What follows belongs to an exercise in optimizing a design on an open flow for small area; a production flow would make more cautious choices. The RTL was checked by simulation tests, not by an equivalence proof against the original design. Power figures rest on the tool's default switching activity, not on a simulated workload.

$ cat run.sh
#!/bin/bash
# synth_recipe.tcl (not shown) runs the flow's synth.tcl, then flattens the netlist and writes it again
# the make line also repeats each setting of config.mk as NAME=value (left out here)
make -C /OpenROAD-flow-scripts/flow DESIGN_CONFIG=/design/flow/config.mk WORK_HOME=/design/flow/orfs CLKGATE_MAP_FILE= SYNTH_SCRIPT=/design/flow/synth_recipe.tcl finish
$ cat config.mk
export PLATFORM = sky130hd
export DESIGN_NAME = wlan_interleaver_top
export DESIGN_NICKNAME = wlan_interleaver_top
export VERILOG_FILES = /design/flow/design.v
export SDC_FILE = /design/flow/constraint.sdc
export NUM_CORES = 4
export LEC_CHECK = 0
export CAP_MARGIN = 20
export CORE_MARGIN = 2
export CORE_UTILIZATION = 40
export SLEW_MARGIN = 20
$ cat constraint.sdc
create_clock -name core_clock -period 25.0 [get_ports {clk}]
set_input_delay 5.0000 -clock core_clock [delete_from_list [all_inputs] [get_ports {clk}]]
set_output_delay 5.0000 -clock core_clock [all_outputs]
set_load 0.01 [all_outputs]
$ cat design.v
module ktoi(Ncbps,k,i);
	input wire [6:0]Ncbps;  
	input wire [6:0]k;
	output reg [7:0]i;
	always@(*)
	begin
		if (Ncbps == 7'd48)
		begin
			i = (4'd3)*(k%(5'd16)) + (k >> 4);
		end
		else if (Ncbps == 7'd96)
		begin
			i = (4'd6)*(k%(5'd16)) + (k >> 4);
		end
		else  
			i = 8'b0;
	end
endmodule
module itok(Ncbps,i,k);
	input wire [6:0]Ncbps;  
	input wire [6:0]i;
	output reg [6:0]k;  
	always@(*)
	begin
		if (Ncbps == 7'd48)
		begin
			k = (i<<4) - 47*((i<<4)/48);
		end
		else if (Ncbps == 7'd96)
		begin
			k = (i<<4) - 95*((i<<4)/96);
		end
		else  
			k = 8'b0;
	end
endmodule
module interleaver(
    input wire clk,
    input wire reset,
    input wire [7:0] cnt,
    input wire in,
    output reg out
    );
	reg [11:0] m;
	always @(*) begin
		case (cnt)
			8'd0: m = 12'b111101011010;
			8'd1: m = 12'b111110101010;
			8'd2: m = 12'b111101101010;
			8'd3: m = 12'b111110101010;
			8'd4: m = 12'b111110101010;
			8'd5: m = 12'b111100000000;
			8'd6: m = 12'b111101000000;
			8'd7: m = 12'b111110010000;
			8'd8: m = 12'b111101010000;
			8'd9: m = 12'b111110100100;
			8'd10: m = 12'b111110100100;
			8'd11: m = 12'b111100010100;
			8'd12: m = 12'b111101010100;
			8'd13: m = 12'b111110101001;
			8'd14: m = 12'b111101101001;
			8'd15: m = 12'b111110101001;
			8'd16: m = 12'b111110101001;
			8'd17: m = 12'b111100000101;
			8'd18: m = 12'b111101000101;
			8'd19: m = 12'b111110010101;
			8'd20: m = 12'b111101010101;
			8'd21: m = 12'b111110101010;
			8'd22: m = 12'b111110101010;
			8'd23: m = 12'b111100011010;
			8'd24: m = 12'b111101011010;
			8'd25: m = 12'b111110101010;
			8'd26: m = 12'b111101101010;
			8'd27: m = 12'b111110101010;
			8'd28: m = 12'b111110101010;
			8'd29: m = 12'b111100000001;
			8'd30: m = 12'b111101000001;
			8'd31: m = 12'b111110010001;
			8'd32: m = 12'b111101010001;
			8'd33: m = 12'b111110100101;
			8'd34: m = 12'b111110100101;
			8'd35: m = 12'b111100010101;
			8'd36: m = 12'b111101010101;
			8'd37: m = 12'b111110101010;
			8'd38: m = 12'b111101101010;
			8'd39: m = 12'b111110101010;
			8'd40: m = 12'b111110101010;
			8'd41: m = 12'b111100000110;
			8'd42: m = 12'b111101000110;
			8'd43: m = 12'b111110010110;
			8'd44: m = 12'b111101010110;
			8'd45: m = 12'b111110101010;
			8'd46: m = 12'b111110101010;
			8'd47: m = 12'b111100011010;
			8'd48: m = 12'b111101011010;
			8'd49: m = 12'b111110101010;
			8'd50: m = 12'b111101101010;
			8'd51: m = 12'b111110101010;
			8'd52: m = 12'b111110101010;
			8'd53: m = 12'b111100000000;
			8'd54: m = 12'b111101000000;
			8'd55: m = 12'b111110010000;
			8'd56: m = 12'b111101010000;
			8'd57: m = 12'b111110100100;
			8'd58: m = 12'b111110100100;
			8'd59: m = 12'b111100010100;
			8'd60: m = 12'b111101010100;
			8'd61: m = 12'b111110101001;
			8'd62: m = 12'b111101101001;
			8'd63: m = 12'b111110101001;
			8'd64: m = 12'b111110101001;
			8'd65: m = 12'b111100000101;
			8'd66: m = 12'b111101000101;
			8'd67: m = 12'b111110010101;
			8'd68: m = 12'b111101010101;
			8'd69: m = 12'b111110101010;
			8'd70: m = 12'b111110101010;
			8'd71: m = 12'b111100011010;
			8'd72: m = 12'b111101011010;
			8'd73: m = 12'b111110101010;
			8'd74: m = 12'b111101101010;
			8'd75: m = 12'b111110101010;
			8'd76: m = 12'b111110101010;
			8'd77: m = 12'b111100000001;
			8'd78: m = 12'b111101000001;
			8'd79: m = 12'b111110010001;
			8'd80: m = 12'b111101010001;
			8'd81: m = 12'b111110100101;
			8'd82: m = 12'b111110100101;
			8'd83: m = 12'b111100010101;
			8'd84: m = 12'b111101010101;
			8'd85: m = 12'b111110101010;
			8'd86: m = 12'b111101101010;
			8'd87: m = 12'b111110101010;
			8'd88: m = 12'b111110101010;
			8'd89: m = 12'b111100000110;
			8'd90: m = 12'b111101000110;
			8'd91: m = 12'b111110010110;
			8'd92: m = 12'b111101010110;
			8'd93: m = 12'b111110101010;
			8'd94: m = 12'b111110101010;
			8'd95: m = 12'b111100011010;
			8'd96: m = 12'b111101011010;
			8'd97: m = 12'b111110101010;
			8'd98: m = 12'b111101101010;
			8'd99: m = 12'b111110101010;
			8'd100: m = 12'b111110101010;
			8'd101: m = 12'b111100000000;
			8'd102: m = 12'b111101000000;
			8'd103: m = 12'b111110010000;
			8'd104: m = 12'b111101010000;
			8'd105: m = 12'b111110100100;
			8'd106: m = 12'b111110100100;
			8'd107: m = 12'b111100010100;
			8'd108: m = 12'b111101010100;
			8'd109: m = 12'b111110101001;
			8'd110: m = 12'b111101101001;
			8'd111: m = 12'b111110101001;
			8'd112: m = 12'b111110101001;
			8'd113: m = 12'b111100000101;
			8'd114: m = 12'b111101000101;
			8'd115: m = 12'b111110010101;
			8'd116: m = 12'b111101010101;
			8'd117: m = 12'b111110101010;
			8'd118: m = 12'b111110101010;
			8'd119: m = 12'b111100011010;
			8'd120: m = 12'b111101011010;
			8'd121: m = 12'b111110101010;
			8'd122: m = 12'b111101101010;
			8'd123: m = 12'b111110101010;
			8'd124: m = 12'b111110101010;
			8'd125: m = 12'b111100000001;
			8'd126: m = 12'b111101000001;
			8'd127: m = 12'b111110010001;
			8'd128: m = 12'b111101010001;
			8'd129: m = 12'b111110100101;
			8'd130: m = 12'b111110100101;
			8'd131: m = 12'b111100010101;
			8'd132: m = 12'b111101010101;
			8'd133: m = 12'b111110101010;
			8'd134: m = 12'b111101101010;
			8'd135: m = 12'b111110101010;
			8'd136: m = 12'b111110101010;
			8'd137: m = 12'b111100000110;
			8'd138: m = 12'b111101000110;
			8'd139: m = 12'b111110010110;
			8'd140: m = 12'b111101010110;
			8'd141: m = 12'b111110101010;
			8'd142: m = 12'b111110101010;
			8'd143: m = 12'b111100011010;
			8'd144: m = 12'b111101011010;
			8'd145: m = 12'b111110101010;
			8'd146: m = 12'b111101101010;
			8'd147: m = 12'b000010101010;
			8'd148: m = 12'b000010101010;
			8'd149: m = 12'b000000000000;
			8'd150: m = 12'b100001000000;
			8'd151: m = 12'b100010010000;
			8'd152: m = 12'b100001010000;
			8'd153: m = 12'b110010100100;
			8'd154: m = 12'b110010100100;
			8'd155: m = 12'b110000010100;
			8'd156: m = 12'b110001010100;
			8'd157: m = 12'b110010101001;
			8'd158: m = 12'b110001101001;
			8'd159: m = 12'b011010101001;
			8'd160: m = 12'b011010101001;
			8'd161: m = 12'b011000000101;
			8'd162: m = 12'b111001000101;
			8'd163: m = 12'b111010010101;
			8'd164: m = 12'b111001010101;
			8'd165: m = 12'b111010101010;
			8'd166: m = 12'b111010101010;
			8'd167: m = 12'b111000011010;
			8'd168: m = 12'b111001011010;
			8'd169: m = 12'b111010101010;
			8'd170: m = 12'b111001101010;
			8'd171: m = 12'b001110101010;
			8'd172: m = 12'b001110101010;
			8'd173: m = 12'b001100000001;
			8'd174: m = 12'b101101000001;
			8'd175: m = 12'b101110010001;
			8'd176: m = 12'b101101010001;
			8'd177: m = 12'b111110100101;
			8'd178: m = 12'b111110100101;
			8'd179: m = 12'b111100010101;
			8'd180: m = 12'b111101010101;
			8'd181: m = 12'b111110101010;
			8'd182: m = 12'b111101101010;
			8'd183: m = 12'b011110101010;
			8'd184: m = 12'b011110101010;
			8'd185: m = 12'b011100000110;
			8'd186: m = 12'b111101000110;
			8'd187: m = 12'b111110010110;
			8'd188: m = 12'b111101010110;
			8'd189: m = 12'b111110101010;
			8'd190: m = 12'b111110101010;
			8'd191: m = 12'b111100011010;
			8'd192: m = 12'b111101011010;
			8'd193: m = 12'b111110101010;
			8'd194: m = 12'b111101101010;
			8'd195: m = 12'b000110101010;
			8'd196: m = 12'b000110101010;
			8'd197: m = 12'b000100000000;
			8'd198: m = 12'b100101000000;
			8'd199: m = 12'b100110010000;
			8'd200: m = 12'b100101010000;
			8'd201: m = 12'b110110100100;
			8'd202: m = 12'b110110100100;
			8'd203: m = 12'b110100010100;
			8'd204: m = 12'b110101010100;
			8'd205: m = 12'b110110101001;
			8'd206: m = 12'b110101101001;
			8'd207: m = 12'b011110101001;
			8'd208: m = 12'b011110101001;
			8'd209: m = 12'b011100000101;
			8'd210: m = 12'b111101000101;
			8'd211: m = 12'b111110010101;
			8'd212: m = 12'b111101010101;
			8'd213: m = 12'b111110101010;
			8'd214: m = 12'b111110101010;
			8'd215: m = 12'b111100011010;
			8'd216: m = 12'b111101011010;
			8'd217: m = 12'b111110101010;
			8'd218: m = 12'b111101101010;
			8'd219: m = 12'b001110101010;
			8'd220: m = 12'b001110101010;
			8'd221: m = 12'b001100000001;
			8'd222: m = 12'b101101000001;
			8'd223: m = 12'b101110010001;
			8'd224: m = 12'b101101010001;
			8'd225: m = 12'b111110100101;
			8'd226: m = 12'b111110100101;
			8'd227: m = 12'b111100010101;
			8'd228: m = 12'b111101010101;
			8'd229: m = 12'b111110101010;
			8'd230: m = 12'b111101101010;
			8'd231: m = 12'b011110101010;
			8'd232: m = 12'b011110101010;
			8'd233: m = 12'b011100000110;
			8'd234: m = 12'b111101000110;
			8'd235: m = 12'b111110010110;
			8'd236: m = 12'b111101010110;
			8'd237: m = 12'b111110101010;
			8'd238: m = 12'b111110101010;
			8'd239: m = 12'b111100011010;
			default: m = 12'bx;
		endcase
	end
	reg [20:0] pad;
	always @(posedge clk) pad <= {pad[19:0], in};
	reg [7:0] s0_1;
	reg [7:0] s0_2;
	wire s0_o1 = s0_1[7];
	wire s0_o2 = s0_2[7];
	wire s0_i1 = m[0] ? pad[20] : s0_o1;
	wire s0_i2 = m[1] ? pad[20] : s0_o2;
	wire s0_y = m[0] ? s0_o1 : m[1] ? s0_o2 : pad[20];
	always @(posedge clk) s0_1 <= {s0_1[6:0], s0_i1};
	always @(posedge clk) s0_2 <= {s0_2[6:0], s0_i2};
	reg [3:0] s1_1;
	reg [3:0] s1_2;
	wire s1_o1 = s1_1[3];
	wire s1_o2 = s1_2[3];
	wire s1_i1 = m[2] ? s0_y : s1_o1;
	wire s1_i2 = m[3] ? s0_y : s1_o2;
	wire s1_y = m[2] ? s1_o1 : m[3] ? s1_o2 : s0_y;
	always @(posedge clk) s1_1 <= {s1_1[2:0], s1_i1};
	always @(posedge clk) s1_2 <= {s1_2[2:0], s1_i2};
	reg [1:0] s2_1;
	reg [1:0] s2_2;
	wire s2_o1 = s2_1[1];
	wire s2_o2 = s2_2[1];
	wire s2_i1 = m[4] ? s1_y : s2_o1;
	wire s2_i2 = m[5] ? s1_y : s2_o2;
	wire s2_y = m[4] ? s2_o1 : m[5] ? s2_o2 : s1_y;
	always @(posedge clk) s2_1 <= {s2_1[0:0], s2_i1};
	always @(posedge clk) s2_2 <= {s2_2[0:0], s2_i2};
	reg [0:0] s3_1;
	reg [0:0] s3_2;
	wire s3_o1 = s3_1[0];
	wire s3_o2 = s3_2[0];
	wire s3_i1 = m[6] ? s2_y : s3_o1;
	wire s3_i2 = m[7] ? s2_y : s3_o2;
	wire s3_y = m[6] ? s3_o1 : m[7] ? s3_o2 : s2_y;
	always @(posedge clk) s3_1 <= s3_i1;
	always @(posedge clk) s3_2 <= s3_i2;
	reg [23:0] s4_1;
	wire s4_o1 = s4_1[23];
	wire s4_i1 = m[8] ? s3_y : s4_o1;
	wire s4_y = m[8] ? s4_o1 : s3_y;
	always @(posedge clk) s4_1 <= {s4_1[22:0], s4_i1};
	reg [11:0] s5_1;
	wire s5_o1 = s5_1[11];
	wire s5_i1 = m[9] ? s4_y : s5_o1;
	wire s5_y = m[9] ? s5_o1 : s4_y;
	always @(posedge clk) s5_1 <= {s5_1[10:0], s5_i1};
	reg [5:0] s6_1;
	wire s6_o1 = s6_1[5];
	wire s6_i1 = m[10] ? s5_y : s6_o1;
	wire s6_y = m[10] ? s6_o1 : s5_y;
	always @(posedge clk) s6_1 <= {s6_1[4:0], s6_i1};
	reg [2:0] s7_1;
	wire s7_o1 = s7_1[2];
	wire s7_i1 = m[11] ? s6_y : s7_o1;
	wire s7_y = m[11] ? s7_o1 : s6_y;
	always @(posedge clk) s7_1 <= {s7_1[1:0], s7_i1};
	always @(posedge clk) out <= s7_y;
endmodule
module deinterleaver(
    input wire clk,
    input wire reset,
    input wire [7:0] cnt,
    input wire in,
    output reg out
    );
	reg [11:0] m;
	always @(*) begin
		case (cnt)
			8'd0: m = 12'b101010101111;
			8'd1: m = 12'b101010011111;
			8'd2: m = 12'b101000101111;
			8'd3: m = 12'b101000001111;
			8'd4: m = 12'b100101011111;
			8'd5: m = 12'b100101011111;
			8'd6: m = 12'b100101101111;
			8'd7: m = 12'b100101011111;
			8'd8: m = 12'b001010101111;
			8'd9: m = 12'b001010001111;
			8'd10: m = 12'b001001011111;
			8'd11: m = 12'b001001011111;
			8'd12: m = 12'b000010101111;
			8'd13: m = 12'b000010011111;
			8'd14: m = 12'b000000101111;
			8'd15: m = 12'b000000001111;
			8'd16: m = 12'b010101011111;
			8'd17: m = 12'b010101011111;
			8'd18: m = 12'b010101101111;
			8'd19: m = 12'b010101011111;
			8'd20: m = 12'b010110101111;
			8'd21: m = 12'b010110001111;
			8'd22: m = 12'b010101011111;
			8'd23: m = 12'b010101011111;
			8'd24: m = 12'b011010101111;
			8'd25: m = 12'b011010011111;
			8'd26: m = 12'b011000101111;
			8'd27: m = 12'b011000001111;
			8'd28: m = 12'b010101011111;
			8'd29: m = 12'b010101011111;
			8'd30: m = 12'b010101101111;
			8'd31: m = 12'b010101011111;
			8'd32: m = 12'b101010101111;
			8'd33: m = 12'b101010001111;
			8'd34: m = 12'b101001011111;
			8'd35: m = 12'b101001011111;
			8'd36: m = 12'b100010101111;
			8'd37: m = 12'b100010011111;
			8'd38: m = 12'b100000101111;
			8'd39: m = 12'b100000001111;
			8'd40: m = 12'b010101011111;
			8'd41: m = 12'b010101011111;
			8'd42: m = 12'b010101101111;
			8'd43: m = 12'b010101011111;
			8'd44: m = 12'b010110101111;
			8'd45: m = 12'b010110001111;
			8'd46: m = 12'b010101011111;
			8'd47: m = 12'b010101011111;
			8'd48: m = 12'b101010101111;
			8'd49: m = 12'b101010011111;
			8'd50: m = 12'b101000101111;
			8'd51: m = 12'b101000001111;
			8'd52: m = 12'b100101011111;
			8'd53: m = 12'b100101011111;
			8'd54: m = 12'b100101101111;
			8'd55: m = 12'b100101011111;
			8'd56: m = 12'b001010101111;
			8'd57: m = 12'b001010001111;
			8'd58: m = 12'b001001011111;
			8'd59: m = 12'b001001011111;
			8'd60: m = 12'b000010101111;
			8'd61: m = 12'b000010011111;
			8'd62: m = 12'b000000101111;
			8'd63: m = 12'b000000001111;
			8'd64: m = 12'b010101011111;
			8'd65: m = 12'b010101011111;
			8'd66: m = 12'b010101101111;
			8'd67: m = 12'b010101011111;
			8'd68: m = 12'b010110101111;
			8'd69: m = 12'b010110001111;
			8'd70: m = 12'b010101011111;
			8'd71: m = 12'b010101011111;
			8'd72: m = 12'b011010101111;
			8'd73: m = 12'b011010011111;
			8'd74: m = 12'b011000101111;
			8'd75: m = 12'b011000001110;
			8'd76: m = 12'b010101011110;
			8'd77: m = 12'b010101011110;
			8'd78: m = 12'b010101101111;
			8'd79: m = 12'b010101011111;
			8'd80: m = 12'b101010101111;
			8'd81: m = 12'b101010001111;
			8'd82: m = 12'b101001011111;
			8'd83: m = 12'b101001011111;
			8'd84: m = 12'b100010101101;
			8'd85: m = 12'b100010011101;
			8'd86: m = 12'b100000101101;
			8'd87: m = 12'b100000001100;
			8'd88: m = 12'b010101011100;
			8'd89: m = 12'b010101011100;
			8'd90: m = 12'b010101101111;
			8'd91: m = 12'b010101011111;
			8'd92: m = 12'b010110101111;
			8'd93: m = 12'b010110001111;
			8'd94: m = 12'b010101011111;
			8'd95: m = 12'b010101011111;
			8'd96: m = 12'b101010101111;
			8'd97: m = 12'b101010011111;
			8'd98: m = 12'b101000101111;
			8'd99: m = 12'b101000001110;
			8'd100: m = 12'b100101011110;
			8'd101: m = 12'b100101011110;
			8'd102: m = 12'b100101101011;
			8'd103: m = 12'b100101011011;
			8'd104: m = 12'b001010101011;
			8'd105: m = 12'b001010001011;
			8'd106: m = 12'b001001011011;
			8'd107: m = 12'b001001011011;
			8'd108: m = 12'b000010101001;
			8'd109: m = 12'b000010011001;
			8'd110: m = 12'b000000101001;
			8'd111: m = 12'b000000001000;
			8'd112: m = 12'b010101011000;
			8'd113: m = 12'b010101011000;
			8'd114: m = 12'b010101101111;
			8'd115: m = 12'b010101011111;
			8'd116: m = 12'b010110101111;
			8'd117: m = 12'b010110001111;
			8'd118: m = 12'b010101011111;
			8'd119: m = 12'b010101011111;
			8'd120: m = 12'b011010101111;
			8'd121: m = 12'b011010011111;
			8'd122: m = 12'b011000101111;
			8'd123: m = 12'b011000001110;
			8'd124: m = 12'b010101011110;
			8'd125: m = 12'b010101011110;
			8'd126: m = 12'b010101101111;
			8'd127: m = 12'b010101011111;
			8'd128: m = 12'b101010101111;
			8'd129: m = 12'b101010001111;
			8'd130: m = 12'b101001011111;
			8'd131: m = 12'b101001011111;
			8'd132: m = 12'b100010101101;
			8'd133: m = 12'b100010011101;
			8'd134: m = 12'b100000101101;
			8'd135: m = 12'b100000001100;
			8'd136: m = 12'b010101011100;
			8'd137: m = 12'b010101011100;
			8'd138: m = 12'b010101100111;
			8'd139: m = 12'b010101010111;
			8'd140: m = 12'b010110100111;
			8'd141: m = 12'b010110000111;
			8'd142: m = 12'b010101010111;
			8'd143: m = 12'b010101010111;
			8'd144: m = 12'b101010100111;
			8'd145: m = 12'b101010010111;
			8'd146: m = 12'b101000100111;
			8'd147: m = 12'b101000000110;
			8'd148: m = 12'b100101010110;
			8'd149: m = 12'b100101010110;
			8'd150: m = 12'b100101100011;
			8'd151: m = 12'b100101010011;
			8'd152: m = 12'b001010100011;
			8'd153: m = 12'b001010000011;
			8'd154: m = 12'b001001010011;
			8'd155: m = 12'b001001010011;
			8'd156: m = 12'b000010100001;
			8'd157: m = 12'b000010010001;
			8'd158: m = 12'b000000100001;
			8'd159: m = 12'b000000000000;
			8'd160: m = 12'b010101010000;
			8'd161: m = 12'b010101010000;
			8'd162: m = 12'b010101101111;
			8'd163: m = 12'b010101011111;
			8'd164: m = 12'b010110101111;
			8'd165: m = 12'b010110001111;
			8'd166: m = 12'b010101011111;
			8'd167: m = 12'b010101011111;
			8'd168: m = 12'b011010101111;
			8'd169: m = 12'b011010011111;
			8'd170: m = 12'b011000101111;
			8'd171: m = 12'b011000001110;
			8'd172: m = 12'b010101011110;
			8'd173: m = 12'b010101011110;
			8'd174: m = 12'b010101101111;
			8'd175: m = 12'b010101011111;
			8'd176: m = 12'b101010101111;
			8'd177: m = 12'b101010001111;
			8'd178: m = 12'b101001011111;
			8'd179: m = 12'b101001011111;
			8'd180: m = 12'b100010101101;
			8'd181: m = 12'b100010011101;
			8'd182: m = 12'b100000101101;
			8'd183: m = 12'b100000001100;
			8'd184: m = 12'b010101011100;
			8'd185: m = 12'b010101011100;
			8'd186: m = 12'b010101101111;
			8'd187: m = 12'b010101011111;
			8'd188: m = 12'b010110101111;
			8'd189: m = 12'b010110001111;
			8'd190: m = 12'b010101011111;
			8'd191: m = 12'b010101011111;
			8'd192: m = 12'b101010101111;
			8'd193: m = 12'b101010011111;
			8'd194: m = 12'b101000101111;
			8'd195: m = 12'b101000001110;
			8'd196: m = 12'b100101011110;
			8'd197: m = 12'b100101011110;
			8'd198: m = 12'b100101101011;
			8'd199: m = 12'b100101011011;
			8'd200: m = 12'b001010101011;
			8'd201: m = 12'b001010001011;
			8'd202: m = 12'b001001011011;
			8'd203: m = 12'b001001011011;
			8'd204: m = 12'b000010101001;
			8'd205: m = 12'b000010011001;
			8'd206: m = 12'b000000101001;
			8'd207: m = 12'b000000001000;
			8'd208: m = 12'b010101011000;
			8'd209: m = 12'b010101011000;
			8'd210: m = 12'b010101101111;
			8'd211: m = 12'b010101011111;
			8'd212: m = 12'b010110101111;
			8'd213: m = 12'b010110001111;
			8'd214: m = 12'b010101011111;
			8'd215: m = 12'b010101011111;
			8'd216: m = 12'b011010101111;
			8'd217: m = 12'b011010011111;
			8'd218: m = 12'b011000101111;
			8'd219: m = 12'b011000001110;
			8'd220: m = 12'b010101011110;
			8'd221: m = 12'b010101011110;
			8'd222: m = 12'b010101101111;
			8'd223: m = 12'b010101011111;
			8'd224: m = 12'b101010101111;
			8'd225: m = 12'b101010001111;
			8'd226: m = 12'b101001011111;
			8'd227: m = 12'b101001011111;
			8'd228: m = 12'b100010101101;
			8'd229: m = 12'b100010011101;
			8'd230: m = 12'b100000101101;
			8'd231: m = 12'b100000001100;
			8'd232: m = 12'b010101011100;
			8'd233: m = 12'b010101011100;
			8'd234: m = 12'b010101100111;
			8'd235: m = 12'b010101010111;
			8'd236: m = 12'b010110100111;
			8'd237: m = 12'b010110000111;
			8'd238: m = 12'b010101010111;
			8'd239: m = 12'b010101010111;
			default: m = 12'bx;
		endcase
	end
	reg [20:0] pad;
	always @(posedge clk) pad <= {pad[19:0], in};
	reg [2:0] s0_1;
	wire s0_o1 = s0_1[2];
	wire s0_i1 = m[0] ? pad[20] : s0_o1;
	wire s0_y = m[0] ? s0_o1 : pad[20];
	always @(posedge clk) s0_1 <= {s0_1[1:0], s0_i1};
	reg [5:0] s1_1;
	wire s1_o1 = s1_1[5];
	wire s1_i1 = m[1] ? s0_y : s1_o1;
	wire s1_y = m[1] ? s1_o1 : s0_y;
	always @(posedge clk) s1_1 <= {s1_1[4:0], s1_i1};
	reg [11:0] s2_1;
	wire s2_o1 = s2_1[11];
	wire s2_i1 = m[2] ? s1_y : s2_o1;
	wire s2_y = m[2] ? s2_o1 : s1_y;
	always @(posedge clk) s2_1 <= {s2_1[10:0], s2_i1};
	reg [23:0] s3_1;
	wire s3_o1 = s3_1[23];
	wire s3_i1 = m[3] ? s2_y : s3_o1;
	wire s3_y = m[3] ? s3_o1 : s2_y;
	always @(posedge clk) s3_1 <= {s3_1[22:0], s3_i1};
	reg [0:0] s4_1;
	reg [0:0] s4_2;
	wire s4_o1 = s4_1[0];
	wire s4_o2 = s4_2[0];
	wire s4_i1 = m[4] ? s3_y : s4_o1;
	wire s4_i2 = m[5] ? s3_y : s4_o2;
	wire s4_y = m[4] ? s4_o1 : m[5] ? s4_o2 : s3_y;
	always @(posedge clk) s4_1 <= s4_i1;
	always @(posedge clk) s4_2 <= s4_i2;
	reg [1:0] s5_1;
	reg [1:0] s5_2;
	wire s5_o1 = s5_1[1];
	wire s5_o2 = s5_2[1];
	wire s5_i1 = m[6] ? s4_y : s5_o1;
	wire s5_i2 = m[7] ? s4_y : s5_o2;
	wire s5_y = m[6] ? s5_o1 : m[7] ? s5_o2 : s4_y;
	always @(posedge clk) s5_1 <= {s5_1[0:0], s5_i1};
	always @(posedge clk) s5_2 <= {s5_2[0:0], s5_i2};
	reg [3:0] s6_1;
	reg [3:0] s6_2;
	wire s6_o1 = s6_1[3];
	wire s6_o2 = s6_2[3];
	wire s6_i1 = m[8] ? s5_y : s6_o1;
	wire s6_i2 = m[9] ? s5_y : s6_o2;
	wire s6_y = m[8] ? s6_o1 : m[9] ? s6_o2 : s5_y;
	always @(posedge clk) s6_1 <= {s6_1[2:0], s6_i1};
	always @(posedge clk) s6_2 <= {s6_2[2:0], s6_i2};
	reg [7:0] s7_1;
	reg [7:0] s7_2;
	wire s7_o1 = s7_1[7];
	wire s7_o2 = s7_2[7];
	wire s7_i1 = m[10] ? s6_y : s7_o1;
	wire s7_i2 = m[11] ? s6_y : s7_o2;
	wire s7_y = m[10] ? s7_o1 : m[11] ? s7_o2 : s6_y;
	always @(posedge clk) s7_1 <= {s7_1[6:0], s7_i1};
	always @(posedge clk) s7_2 <= {s7_2[6:0], s7_i2};
	always @(posedge clk) out <= s7_y;
endmodule
module wlan_interleaver_top(
    input wire clk,
    input wire reset,
    input wire il_in,
    output wire il_out,
    input wire dil_in,
    output wire dil_out
    );
	reg [7:0] cnt;
	always @(posedge clk or negedge reset)
	begin
		if (!reset)
			cnt <= 8'd0;
		else if (cnt == 8'd239)
			cnt <= 8'd144;
		else
			cnt <= cnt + 8'd1;
	end
	interleaver u_il (
		.clk(clk),
		.reset(reset),
		.cnt(cnt),
		.in(il_in),
		.out(il_out)
	);
	deinterleaver u_dil (
		.clk(clk),
		.reset(reset),
		.cnt(cnt),
		.in(dil_in),
		.out(dil_out)
	);
endmodule
==> flow_metrics.py <==
metrics = {
    "synth": {
        "synth-seq-cells": 202,
        "syn_inst": 820,
        "synth-edff-count": 4,
        "synthesis.area_um2": 7990,
        "ys_seq_area_frac": 0.516,
        "synth_area_per_cell_um2": 9.75,
        "async_flop_share": 0.0396,
        "yosysWarnings": 3,
        "ys_top_cells_by_area": "dfxtp_1 (48%), nand2_1 (3.1%), o21ai_0 (2.9%)",
        "ys_types": 84,
        "synth_fp_nets": 832,
        "synth_top_cell_by_area": "dfxtp_1",
        "yosysTopAreaCellShare": 0.476,
        "netlist_top_cells_count": "dfxtp_1 (190), nand2_1 (65), nor2_1 (48), o21ai_0 (47), a21oi_1 (45)",
        "yosysMostFrequentCell": "dfxtp_1",
        "ys.flop_type": "dfxtp_1",
    },
    "placed_design": {
        "portBuffers": 5,
        "gp_congestion": 0.944,
        "place_area_um2": 8150,
        "dp.final_hpwl_mm": 13.1,
    },
    "critical_path": {
        "startpoint_type": "flop",
        "worst_setup_path_end_kind": "output port",
        "cp_cell_sequence": "clkdlybuf4s50_1",
        "path_class": "reg -> out",
        "required_ps": 20000,
        "path_max_fanout": 1,
        "crit_family": "buffers and inverters",
        "critPathSlowestCell": "clkdlybuf4s50_1",
        "slowest_delay_ps": 530,
        "path_buf_inv": 1,
        "critPathArrivalTime_ps": 1330,
    },
    "drt": {
        "post_drt_wl_per_cell_um": 18.6,
        "dr.first_iter.drc_count": 789,
        "drt_wl_total_mm": 20.0,
        "drtAntennaViolNets": 0,
        "drt-vias-per-instance": 5.76,
        "drc_errors": 0,
        "first_pass_iters": 5,
        "vias": 6207,
    },
    "global_routing": {
        "antenna_found_initial": 0,
        "grt_max_degree": 79,
        "grt_first_pass_wirelength_mm": 31.8,
        "grt_overflow": 0,
        "grt_use_met3": 0.0423,
        "grt_use_met2": 0.269,
        "grt_use_met1": 0.259,
        "top_usage_layer": "met2",
        "track_usage": 0.185,
        "grt_pass1_vias": 5682,
    },
    "layout": {
        "nets": 810,
        "design_area_um2": 8800,
        "num_antenna_cells": 0,
        "drive_gt1_frac": 0.0935,
        "syn_to_final_growth_pct": 10.0,
    },
    "power": {
        "p_leak_nw": 3.37,
        "vdd_drop_max_v": 0.0000699,
        "p_per_area_nw_per_um2": 70.7,
        "power_mw": 0.622,
    },
    "floorplan": {
        "rows": 51,
        "core_um2": 19500,
        "ios": 6,
        "die_w_um": 145,
        "initial_core_util": 0.409,
        "die_area_um2": 21100,
        "die_h_um": 145,
    },
    "run_status": {
        "status": "finished clean",
    },
    "timing": {
        "fin_worst_skew_ps": 19.3,
        "grt_setup_unrepaired": "no",
        "setup_violations": 0,
        "fin_setup_tns_ps": 0,
        "finalCriticalPeriod_ps": 6330,
        "whs_ps": 309,
        "slew_headroom": 0.273,
        "tightest_slew_ps": 1090,
        "hold_viol_final": 0,
        "final-max-slew-violation-count": 0,
        "fmax_ghz": 0.158,
        "fin_crit_sh": 0.253,
    },
    "clocking": {
        "clk_latency_ps": 500,
        "cts-root-buf": "clkbuf_16",
        "max-clock-path-buffers": 3,
        "htree_levels": 1,
        "post_cts_resized": 0,
        "cts_tree": "yes",
        "cts.sinks": 202,
        "clk_pin_slew_ps": 60,
        "hold_buffers": 0,
        "cts_buffers": 21,
        "cts_setup_buffers": 0,
    },
    "worst_hold_path": {
        "hp-class": "reg -> reg",
    },
    "run": {
        "drv_cap": 0,
    },
}
## registers in the layout (all words and copies together), names as in the netlist, 3 cells and up
name	count
u_dil.s3_1	24
u_il.s4_1	24
u_dil.pad	21
u_il.pad	21
u_dil.s2_1	12
u_il.s5_1	12
cnt	8
u_dil.s7_1	8
u_dil.s7_2	8
u_il.s0_1	8
u_il.s0_2	8
u_dil.s1_1	6
u_il.s6_1	6
u_dil.s6_1	4
u_dil.s6_2	4
u_il.s1_1	4
u_il.s1_2	4
u_dil.s0_1	3
u_il.s7_1	3
## logic make-up (layout without fill, tap and decap cells)
family / Yosys count / count (layout) / synth area share
XOR/XNOR: 15 / 15 / 0.0183
buffers and inverters: 84 / 77 / 0.0495
flip-flops: 202 / 202 / 0.516
AO/OA/AOI/OAI: 253 / 253 / 0.222
AND/OR/NAND/NOR: 234 / 234 / 0.150
adder cells (fa/ha/maj): 8 / 8 / 0.0125
multiplexers: 24 / 24 / 0.0318
## cell type report
cell class,count,area (um2)
Timing Repair Buffer,14,118
Tap cell,265,332
Inverter,25,93.8
Clock buffer,31,593
Clock inverter,7,57.6
Fill cell,1922,10700
Multi-Input combinational cell,534,3470
Sequential cell,202,4130
## power breakdown
| part | switching, mW | internal [mW] |
|---|---|---|
| registers | 0.00201 | 0.332 |
| clock network | 0.119 | 0.167 |
| logic | 0.00114 | 0.00131 |
## placed cells by master, fill, tap and decap left out, types with 8 or more instances in the layout
cell,Yosys,layout
nand2b_1,19,19
clkbuf_16,0,21
buf_4,7,9
dfxtp_1,190,190
xnor2_1,9,9
nand2_1,65,65
mux2_2,11,11
nor3_1,17,17
ha_1,8,8
mux2i_1,13,13
and2_1,13,13
nand3_1,16,16
nor2_1,48,48
o211ai_1,12,12
a221oi_1,10,10
inv_1,22,22
a22oi_1,9,9
nor3b_1,10,10
a211oi_1,16,16
a21oi_1,45,45
nor2b_1,17,17
o22ai_1,17,17
o21ai_0,47,47
## stage by stage
step                      utilization  std cells  worst slack, ps
after CTS                       0.450       1078            18640
after floorplan                     -        820            19670
after global routing            0.450       1078            18610
final                           0.450       1078            18670
after global placement          0.417       1040            19190
after detailed placement        0.417       1040            19180
## worst paths after layout
check                                         to  depth (start not counted)  slack, ps            startpoint
max reg2reg                u_dil.s7_2[0]$_DFF_P_                         11      20820      cnt[4]$_DFF_PN0_
min                         u_il.s2_1[1]$_DFF_P_                          0        310  u_il.s2_1[0]$_DFF_P_
min reg2reg                 u_il.s2_1[1]$_DFF_P_                          0        310  u_il.s2_1[0]$_DFF_P_
max in group asynchronous       cnt[3]$_DFF_PN0_                          1      19970                 reset
min in group asynchronous       cnt[0]$_DFF_PN0_                          1       4770                 reset
max                                       il_out                          1      18670      u_il.out$_DFF_P_
## routing by layer
layer  routed length, um  share of wire
met1                8860           0.44
met2                8390           0.42
met3                1850          0.092
met4                 939          0.047
met5                   0              0

## afterwards: timing with drivers on the ports
In the flow no input, the clock included, has a driving cell. The finished layout below was timed again as built, in two steps.
Step 1: set_driving_cell puts a clkbuf_16 on clk and a buf_2 on each other input, an assumption about the parent block.
Step 2 times the ports against the registers' clock, not the clock port: input delays grow and output delays shrink by t, the midpoint of the rising clock arrivals with the driver on.
a / b / c = ideal / step 1 / step 2; a / b = the first two.
shift t [ns]: 0.530
setup WS [ns]: 18.669 / 18.626 / 19.156
worst register clock-pin slew, ns: 0.06 / 0.06
worst data-port slew with drivers (ns): 0.03
cell pins on the clock port's net: 1
After both steps setup and hold are still met in this run. The setup slack of this run moves by -0.043 ns with the drivers and by +0.487 ns with both steps.
